Source: an optimization exercise on an open RTL-to-GDS flow (aim: small area, a short achievable clock period and few clock cycles). Production flows keep margins and buffers that such runs may drop. At most, simulation tests tie the RTL to the original design; equivalence was not proved. Only the layout flow was run in run 2; the RTL was not checked for function there.

==> design.v <==
`timescale 1ns / 1ps
module GCD(
    input         clk,
    input         rst,         
    input         start,       
    input  [15:0] a_in,
    input  [15:0] b_in,
    output        done,        
    output [15:0] Gcd,
    output [55:0] seg          
    );
    wire [3:0] ones, tens, hundreds, thousand1, thousand10, thousand100, million, million10;
    wire [6:0] _ones, _tens, _hundreds, _thousand1, _thousand10, _thousand100, _million, _million10;
    wire [55:0] disarray;
    reg [15:0] A, B, Temp, Rem, Quo;
    reg [15:0] GcdReg;
    reg        DoneReg;
    reg        Busy;
    reg [2:0] STATE;
    conversion c1(ones, _ones); conversion c6(tens, _tens); conversion c2(hundreds, _hundreds); conversion c3(thousand1, _thousand1); conversion c4(thousand10, _thousand10); conversion c5(thousand100, _thousand100);
    BCD BcdConversion({11'd0, GcdReg}, ones, tens, hundreds, thousand1, thousand10, thousand100, million, million10);
    conversion c7(million, _million); conversion c8(million10, _million10);
    assign disarray = {_million10,_million,_thousand100,_thousand10,_thousand1,_hundreds,_tens,_ones};
    assign seg = disarray;
    assign Gcd = GcdReg;
    assign done = DoneReg;
always @ (posedge clk) begin
    if (rst) begin
        Busy    <= 1'b0;
        DoneReg <= 1'b0;
        STATE   <= 3'd6;
    end else begin
        DoneReg <= 1'b0;
        if (!Busy) begin
            if (start) begin
                A     <= a_in;
                B     <= b_in;
                Busy  <= 1'b1;
                STATE <= 3'd6;
            end
        end else begin
            case (STATE)
            3'd0:    begin Quo <= A / B; STATE <= 3'd1; end
            3'd1:    begin Rem <= A % B; STATE <= 3'd2; end
            3'd2:    begin Temp <= B; STATE <= 3'd3; end
            3'd3:    begin A <= Temp; STATE <= 3'd4; end
            3'd4:    begin B <= Rem; STATE <= 3'd5; end
            3'd5:    begin Temp <= B; STATE <= 3'd6; end
            3'd6:    begin if (B != 16'd0) STATE <= 3'd0;
                     else STATE <= 3'd7; end
            3'd7:    begin GcdReg <= A; DoneReg <= 1'b1; Busy <= 1'b0; STATE <= 3'd6; end
            default: STATE <= 3'd7;
            endcase
        end
    end
end
endmodule
module BCD(
input [26:0] binary,
output reg [3:0] ones,
output reg [3:0] tens,
output reg [3:0] hundreds,
output reg [3:0] thousand1,
output reg [3:0] thousand10,
output reg [3:0] thousand100,
output reg [3:0] million,
output reg [3:0] million10
);
integer i;
always @ (binary) begin
ones = 4'b0000; tens = 4'b0000; hundreds = 4'b0000; thousand1 = 4'b0000; thousand10 = 4'b0000; thousand100 = 4'b0000; million = 4'b0000; million10 = 4'b0000;
for (i=26;i>=0;i=i-1) begin
if (million10 >= 4'b0101)
    million10 = million10 + 3;
if (million >= 4'b0101)
        million = million + 3;
if (thousand100 >= 4'b0101)
        thousand100 = thousand100 + 3;
if (thousand10 >= 4'b0101)
        thousand10 = thousand10 + 3;
if (thousand1 >= 4'b0101)
        thousand1 = thousand1 + 3;
if (hundreds >= 4'b0101)
        hundreds = hundreds + 3;
if (tens >= 4'b0101)
        tens = tens + 3;
if (ones >= 4'b0101)
        ones = ones + 3;
million10 = million10 << 1;
million10[0] = million[3];
million = million << 1;
million[0] = thousand100[3];
thousand100 = thousand100 << 1;
thousand100[0] = thousand10[3];
thousand10 = thousand10 << 1;
thousand10[0] = thousand1[3];
thousand1 = thousand1 << 1;
thousand1[0] = hundreds[3];
hundreds = hundreds << 1;
hundreds[0] = tens[3];
tens = tens << 1;
tens[0] = ones[3];
ones = ones << 1;
ones[0] = binary[i];
end
if (million10 == 4'b0000) begin million10 = 4'b1111;
    if (million == 4'b0000) begin million = 4'b1111;
        if (thousand100 == 4'b0000) begin thousand100 = 4'b1111;
            if (thousand10 == 4'b0000) begin thousand10 = 4'b1111;
                if (thousand1 == 4'b0000) begin thousand1 = 4'b1111;
                    if (hundreds == 4'b0000) begin hundreds = 4'b1111;
                        if (tens == 4'b0000) begin tens = 4'b1111;
                            if (ones == 4'b0000) begin ones = 4'b1111;
end
    end
        end
            end
                end
                    end
                        end
                            end
end
endmodule
module conversion(
    input [3:0]number,
    output reg [6:0]led
    );
    always @(number[3:0]) begin
        case (number[3:0])
            4'b0000: led = ~(7'b0111111);
            4'b0001: led = ~(7'b0000110);
            4'b0010: led = ~(7'b1011011);
            4'b0011: led = ~(7'b1001111);
            4'b0100: led = ~(7'b1100110);
            4'b0101: led = ~(7'b1101101);
            4'b0110: led = ~(7'b1111101);
            4'b0111: led = ~(7'b0000111);
            4'b1000: led = ~(7'b1111111);
            4'b1001: led = ~(7'b1101111);
            4'b1111: led = ~(7'b0000000);
            default: led = ~(7'b0000000);
        endcase
    end
endmodule
==> run.sh <==
#!/bin/bash
# synth_recipe.tcl (not shown) runs the flow's synth.tcl, then flattens the netlist and writes it again
# the make line also repeats each setting of config.mk as NAME=value (left out here)
make -C /OpenROAD-flow-scripts/flow DESIGN_CONFIG=/design/flow/config.mk WORK_HOME=/design/flow/orfs CLKGATE_MAP_FILE= SYNTH_SCRIPT=/design/flow/synth_recipe.tcl finish
==> config.mk <==
export PLATFORM = sky130hd
export DESIGN_NAME = GCD
export DESIGN_NICKNAME = GCD
export VERILOG_FILES = /design/flow/design.v
export SDC_FILE = /design/flow/constraint.sdc
export NUM_CORES = 4
export LEC_CHECK = 0
export CAP_MARGIN = 20
export CORE_MARGIN = 2
export CORE_UTILIZATION = 40
export SLEW_MARGIN = 20
==> constraint.sdc <==
create_clock -name core_clock -period 38.0 [get_ports {clk}]
set_input_delay 7.6000 -clock core_clock [delete_from_list [all_inputs] [get_ports {clk}]]
set_output_delay 7.6000 -clock core_clock [all_outputs]
set_load 0.01 [all_outputs]
==> results.cfg, run 1 <==
[sta]
max-slew-margin-rel = 0.288
setup_tns_ns = 0
hold_viol = 0
worst_slew_pin_slew_ns = 1.07
setup_violations = 0
hold_ws_ns = 0.471
fin_crit_sh = 0.944
layout_setup_ws_ns = 2.14
fin_worst_skew_ns = 0.0102
layout_min_cycle_time_ns = 35.86
max_freq_mhz = 27.9
finalMaxSlewViolations = 0

[route]
firstDrtPassIters = 6
drt_iter0_markers = 671
vias = 13900
drt_wl_total_mm = 39.3
wl_per_cell_um = 15.9
drtAntennaViolNets = 0
via_per_inst = 5.63
drc = 0

[synthesis]
synth_edf_count = 80
async_flop_share = 0
synth-seq-cells = 85
ys_types = 112
ys_seq_area_frac = 0.164
synth_ff_type = edfxtp_1
synth_area_per_cell_um2 = 8.22
syn-cell-area_um2 = 15200
synth_warnings = 3
synth_cells = 1851

[die]
ios = 108
initial_core_util = 0.405
core_area_um2 = 37600
die_y_um = 199
die_area_um2 = 39600
fp.dieW_um = 199
fp-row-count = 71

[clock_tree]
cts_buffer_depth = 2
clkTransAtPathRegs_ns = 0.08
cts_tree = done
root_buffer = clkbuf_16
cts_buffers = 9
cts_sinks = 85
clk_latency_ns = 0.36
htree_levels = 3

[run]
drv_cap = 0

[hold_path]
hold_path_startpoint = B[5]
hold_path_class = register to register

[worst_setup_path]
rrSetupSlack_ns = 2.14
worstPathMaxFanout = 14
arrival_ns = 35.96
startpoint_type = register
cpPeakStageDelay_ns = 0.66
rr_endpoint = Rem[13]
cp_common_cell = o21a_1
cp.required_ns = 38.11
setup.worst_path.class = register to register
worstSetupStartpoint = B[13]
crit_path_end_kind = register
r2r_start = B[13]
r2r_cells = 184
crit_end = Rem[13]
cp_slowest_cell = or4b_2

[layout]
fillers = 3669
final_nets = 2224
area_delta_synth_final_pct = 14.2
multiInputGateArea_um2 = 12200
drive_above_1_share = 0.133
seq_area_um2 = 2500

[global_route]
grt_usage = 0.191
antenna_found_initial = 2
grt_max_degree = 43
grt_pass1_wl_mm = 62.2
overflow = 0
grt_pass1_vias = 12700

[placed_design]
routabilityCongestion = 0.869
port_buffers = 88
place_hpwl_mm = 30.9
post-place-ws_ns = -0.266

[status]
status = timing/DRC/antenna clean
worst min path at each step:
stage                     depth (start not counted)  slack [ns]  endpoint
after detailed placement                          0        0.45   Temp[5]
final                                             0        0.47   Temp[5]
after CTS                                         0        0.47   Temp[5]
after global routing                              0        0.50   Temp[5]
after floorplan                                   0        0.43   Temp[5]
after global placement                            0        0.44   Temp[5]
layout by cell type, fill, tap and decap left out, types with 51 or more instances in the layout:
cell             count
mux2_2              89
inv_1              119
clkdlybuf4s50_1     88
edfxtp_1            80
o31ai_1             56
o21a_1             104
nand2_1            123
nor2_1             128
o21ai_0             51
nor3_1             122
a21oi_1             91
ha_1               237
per-stage QoR:
| step | cells | area [um2] | util |
|---|---|---|---|
| 6_report | 2468 | 17400 | 0.463 |
| 5_1_grt | 2468 | 17400 | 0.463 |
| 4_1_cts | 2435 | 16900 | 0.451 |
| 3_5_place_dp | 2416 | 16600 | 0.442 |
| 3_3_place_gp | 2416 | 16600 | 0.442 |
| 2_1_floorplan | 1869 | 15300 | - |
cells by family (layout without fill, tap and decap cells):
kind of cell    Yosys count  count (layout)  synth area share
other cells               1              20          0.000246
simple gates            626             626             0.210
mux                     134             134            0.0981
xor+xnor                 42              42            0.0247
buf+inv                 194             279            0.0542
fa+ha+maj               238             238             0.196
compound gates          531             533             0.252
flops                    85              85             0.164
repair_timing:
action | in CTS | in global routing
resized for setup | 1 | 51
gates cloned | 0 | 5
setup endpoints to repair | 16 | 16
pin swaps | 1 | 18
hold buffers | 0 | 0
buffers inserted | 3 | 27
per-layer routing:
metal / up-vias / GRT usage / wire length (um)
met1: 6505 / 0.269 / 19400
met2: 210 / 0.313 / 17700
met5: - / 0 / 13
met4: 2 / 0.0453 / 711
met3: 51 / 0.0192 / 1380
li1: 7128 / - / -
layout make-up:
class	count	area share
Sequential cell	85	0.144
Multi-Input combinational cell	1592	0.702
Inverter	124	0.0268
Antenna cell	1	0.000144
Clock inverter	7	0.00432
Timing Repair Buffer	139	0.0733
Clock buffer	9	0.0130
Tap cell	511	0.0368
Yosys cell counts (all sizes together) (13+ instances only):
master | count | area, um2
nor2 | 130 | 488
and2 | 25 | 161
xnor2 | 30 | 270
nand2b | 44 | 275
or2 | 18 | 115
nor2b | 32 | 200
a21oi | 100 | 508
o21ai | 72 | 364
clkbuf | 39 | 146
buf | 31 | 214
inv | 123 | 462
o31ai | 59 | 453
nor3 | 126 | 653
o21a | 104 | 781
mux2 | 93 | 1050
edfxtp | 80 | 2400
mux2i | 41 | 438
nand3 | 36 | 185
or3 | 21 | 146
nand2 | 124 | 468
a31oi | 19 | 125
ha | 237 | 2970
a21o | 48 | 362
nand4 | 13 | 81.3
worst max-delay path: cells and delay by family (launching register included):
kind | cells | cell delay [ns]
multiplexers | 5 | 1.70
adder cells (fa/ha/maj) | 15 | 4.39
AND/OR/NAND/NOR | 23 | 4.07
flip-flops | 1 | 0.41
AO/OA/AOI/OAI | 135 | 24.01
buffers and inverters | 6 | 0.94
state kept, by name (all words and copies together), names as in the netlist:
| signal | cells |
|---|---|
| GcdReg | 16 |
| Temp | 16 |
| Busy | 1 |
| DoneReg | 1 |
| A | 16 |
| STATE | 3 |
| B | 16 |
| Rem | 16 |
Testbench counts, summed over its fixed seeds: cycles 199,224.
==> run 2, diff against run 1 <==
==> design.v (replaced) <==
`timescale 1ns / 1ps
module GCD(
    input         clk,
    input         rst,         
    input         start,       
    input  [15:0] a_in,
    input  [15:0] b_in,
    output        done,        
    output [15:0] Gcd,
    output [55:0] seg          
    );
    localparam STEPS = 3;      
    reg [15:0] A, B;
    reg        Busy;
    reg        DoneReg;
    reg [3:0]  D0, D1, D2, D3;  
    reg [2:0]  D4;              
    wire [15:0] R    = A | B;             
    wire [15:0] T    = R & (~R + 16'd1);  
    wire        Term = (A == 16'd0) || (B == 16'd0);
    function [31:0] gstep(input [15:0] a, input [15:0] b, input [15:0] t);
        reg        ao, bo;
        reg [16:0] dab, dba;
        begin
            ao  = |(a & t);
            bo  = |(b & t);
            dab = {1'b0, a} - {1'b0, b};
            dba = {1'b0, b} - {1'b0, a};
            if (!ao)           gstep = {1'b0, a[15:1], b};
            else if (!bo)      gstep = {a, 1'b0, b[15:1]};
            else if (!dab[16]) gstep = {dab[16:1], b};
            else               gstep = {a, dba[16:1]};
        end
    endfunction
    reg [15:0] an, bn;
    integer s;
    always @* begin
        an = A; bn = B;
        for (s = 0; s < STEPS; s = s + 1)
            {an, bn} = gstep(an, bn, T);
    end
    reg [19:0] bcd;
    reg [3:0]  d0, d1, d2, d3;
    reg [2:0]  d4;
    integer i;
    always @* begin
        bcd = 20'd0;
        for (i = 15; i >= 0; i = i - 1) begin
            if (bcd[3:0]   >= 4'd5) bcd[3:0]   = bcd[3:0]   + 4'd3;
            if (bcd[7:4]   >= 4'd5) bcd[7:4]   = bcd[7:4]   + 4'd3;
            if (bcd[11:8]  >= 4'd5) bcd[11:8]  = bcd[11:8]  + 4'd3;
            if (bcd[15:12] >= 4'd5) bcd[15:12] = bcd[15:12] + 4'd3;
            bcd = {bcd[18:0], R[i]};
        end
        d4 = bcd[18:16];
        d3 = bcd[15:12];
        d2 = bcd[11:8];
        d1 = bcd[7:4];
        d0 = bcd[3:0];
        if (d4 == 3'd0) begin
            if (d3 == 4'd0) begin
                d3 = 4'hF;
                if (d2 == 4'd0) begin
                    d2 = 4'hF;
                    if (d1 == 4'd0) begin
                        d1 = 4'hF;
                        if (d0 == 4'd0) d0 = 4'hF;
                    end
                end
            end
        end
    end
    function [6:0] seg7(input [3:0] d);
        case (d)
            4'd0: seg7 = 7'b1000000;
            4'd1: seg7 = 7'b1111001;
            4'd2: seg7 = 7'b0100100;
            4'd3: seg7 = 7'b0110000;
            4'd4: seg7 = 7'b0011001;
            4'd5: seg7 = 7'b0010010;
            4'd6: seg7 = 7'b0000010;
            4'd7: seg7 = 7'b1111000;
            4'd8: seg7 = 7'b0000000;
            4'd9: seg7 = 7'b0010000;
            default: seg7 = 7'b1111111;
        endcase
    endfunction
    assign seg  = {7'h7F, 7'h7F, 7'h7F,
                   seg7(D4 == 3'd0 ? 4'hF : {1'b0, D4}),
                   seg7(D3), seg7(D2), seg7(D1), seg7(D0)};
    assign Gcd  = R;
    assign done = DoneReg;
    always @(posedge clk) begin
        D0 <= d0; D1 <= d1; D2 <= d2; D3 <= d3; D4 <= d4;
        if (start) begin
            A <= a_in;
            B <= b_in;
        end else begin
            A <= an;
            B <= bn;
        end
        if (rst) begin
            Busy    <= 1'b0;
            DoneReg <= 1'b0;
        end else begin
            DoneReg <= Busy && Term && !start;
            if (start)     Busy <= 1'b1;
            else if (Term) Busy <= 1'b0;
        end
    end
endmodule
==> run 2 against run 1 <==
Against the previous run:
- still clean on timing, DRC and antenna
- die area up 7.1%
- via count rose by 26%
- register-to-register slack better by 20 ns
- synthesized area rose by 7.3%
- final cell count grew 16%
- hold slack lost 0.027 ns
==> results.cfg, run 2 <==
[placed_design]
place_hpwl_mm = 45.0
routabilityCongestion = 1.02
place_inst = 2849
port_buffers = 86

[synthesis]
synth-seq-cells = 65
ys_top_cells_by_count = nor2_1 (223), nand2_1 (183), inv_1 (181), a21oi_1 (178), ha_1 (165)
synth_area_per_cell_um2 = 7.00
async_flop_share = 0
yosysTopAreaCellShare = 0.126
synth_cells = 2332
syn-cell-area_um2 = 16300
synth_warnings = 1
yosysTopAreaCell = ha_1
synth_edf_count = 0
synth_area_leaders = ha_1 (13%), dfxtp_1 (8.0%), a21oi_1 (5.5%)
ys_seq_area_frac = 0.0797
ys_types = 133
yosysMostFrequentCell = nor2_1
synth_ff_type = dfxtp_1

[die]
ios = 108
fp-row-count = 74
initial_core_util = 0.403
die_area_um2 = 42500
fp.dieW_um = 206
core_area_um2 = 40600
die_y_um = 206

[hold_path]
hold_path_class = register to register

[route]
drt_iter0_markers = 1549
vias = 17500
wl_per_cell_um = 19.5
firstDrtPassIters = 5
drt_wl_total_mm = 55.8
drtAntennaViolNets = 0
drc = 0
via_per_inst = 6.11

[clock_tree]
postCtsSetupRepairBufs = 0
root_buffer = clkbuf_16
cts_sinks = 65
htree_levels = 3
clk_latency_ns = 0.37
post_cts_resized = 0
cts_buffer_depth = 2
cts_buffers = 9
cts_hold_buf = 0
clkTransAtPathRegs_ns = 0.06
cts_tree = done

[worst_setup_path]
arrival_ns = 16.17
cp_slowest_cell = dfxtp_1
cpPeakStageDelay_ns = 0.47
worstPathMaxFanout = 14
cp_num_buf_inv = 10
crit_family = compound AO/OA/AOI/OAI gates
crit_path_end_kind = register
cp.required_ns = 38.24
setup.worst_path.class = register to register
cp_common_cell = ha_1
startpoint_type = register

[global_route]
grt_max_degree = 61
grt_usage = 0.259
overflow = 0
grt_pass1_wl_mm = 88.3
grt_pass1_vias = 16600
antenna_found_initial = 0

[layout]
reg_top3 = A (16), B (16)
final_nets = 2534
final_cell_mix = nor2_1 (222), nand2_1 (183), inv_1 (181)
drive_above_1_share = 0.0772
area_delta_synth_final_pct = 8.43
insertedDiodeCount = 0
layout.cells.non_filler = 2864
final_common_cell = nor2_1

[sta]
rsz0062_at_grt = false
setup_tns_ns = 0
worst_slew_pin_slew_ns = 1.11
max_freq_mhz = 62.8
finalMaxSlewViolations = 0
fin_crit_sh = 0.419
max-slew-margin-rel = 0.244
fin_worst_skew_ns = 0.00887
hold_viol = 0
layout_min_cycle_time_ns = 15.93
setup_violations = 0

[status]
status = timing/DRC/antenna clean

[run]
drv_cap = 0
==> run 2: cell families after synthesis <==
logic type	count (synthesis)	synth area share
fa+ha+maj	171	0.134
buf+inv	343	0.0868
other cells	1	0.000230
compound gates	823	0.355
flops	65	0.0797
simple gates	735	0.221
xor+xnor	101	0.0599
mux	93	0.0632
==> run 2: metal layers <==
layer  global-route usage  up-vias  wire length [um]
li1                     -     8508                 -
met1                0.314     8218             23600
met3               0.0284      138              2520
met5                    0        -                 0
met4                0.127        0              2770
met2                0.453      628             26900
==> run 2: layout make-up <==
class                      count  area [um2]
inverter                     197         739
clock buffer                  11         243
timing repair buffer         111        1040
tap                          532         666
multi-input combinational   1944       13700
fill                        4221       22800
clock inverter                 4        20.0
sequential                    65        1300
==> run 2: metrics by stage <==
| step | hold slack [ns] | area [um2] | utilization | setup WS [ns] |
|---|---|---|---|---|
| finish | 0.445 | 17700 | 0.437 | 22.07 |
| global route | 0.468 | 17700 | 0.437 | 20.53 |
| CTS | 0.445 | 17700 | 0.437 | 22.14 |
| detailed placement | 0.431 | 17400 | 0.430 | 22.24 |
| global placement | 0.425 | 17400 | 0.430 | 22.85 |
| floorplan | 0.412 | 16400 | - | 24.11 |
==> run 2: worst paths after layout <==
path / endpoint / slack (ns) / cells past startpoint / from
setup reg to reg: seg7$func$/design/flow/design.v:90$5478.$result[3] / 22.07 / 75 / A[15]
hold / removal: DoneReg / 0.44 / 2 / Busy
setup / recovery: seg7$func$/design/flow/design.v:90$5478.$result[3] / 22.07 / 75 / A[15]
hold reg to reg: DoneReg / 0.44 / 2 / Busy
==> run 2: worst register-to-register path: cells and delay by family, from the launching register on <==
kind / cells / cell delay [ns]
xor gates and xnor gates: 8 / 1.73
buffers and inverters: 10 / 0.83
and+or+nand+nor: 21 / 4.19
muxes: 4 / 0.92
AOI/OAI and AO/OA: 17 / 4.26
adders and majority gates: 15 / 3.44
DFF: 1 / 0.47

what the ideal ports hide:
The flow's constraints put no driver on any port. The routed layouts listed below were extracted and timed again, unchanged, in two steps.
Step 1, drivers: a clkbuf_16 drives clk and a buf_2 each remaining input, both assumed.
Step 2 moves the port delays by t, midway between the first and last clock arrival at a register: inputs arrive t later, outputs are due t later. That takes back most of the time a late clock gives input paths.
Three values: ideal, step 1, step 2; two values: the first two.
run | shift t [ns] | setup slack, ns | worst slew at a driven data input, ns | cell pins on the clock port's net
run 1 | 0.398 | 2.143 / 2.143 / 2.143 | 0.08 | 1
run 2 | 0.409 | 22.068 / 22.068 / 22.068 | 0.08 | 1
After both steps setup and hold are still met in every run listed.
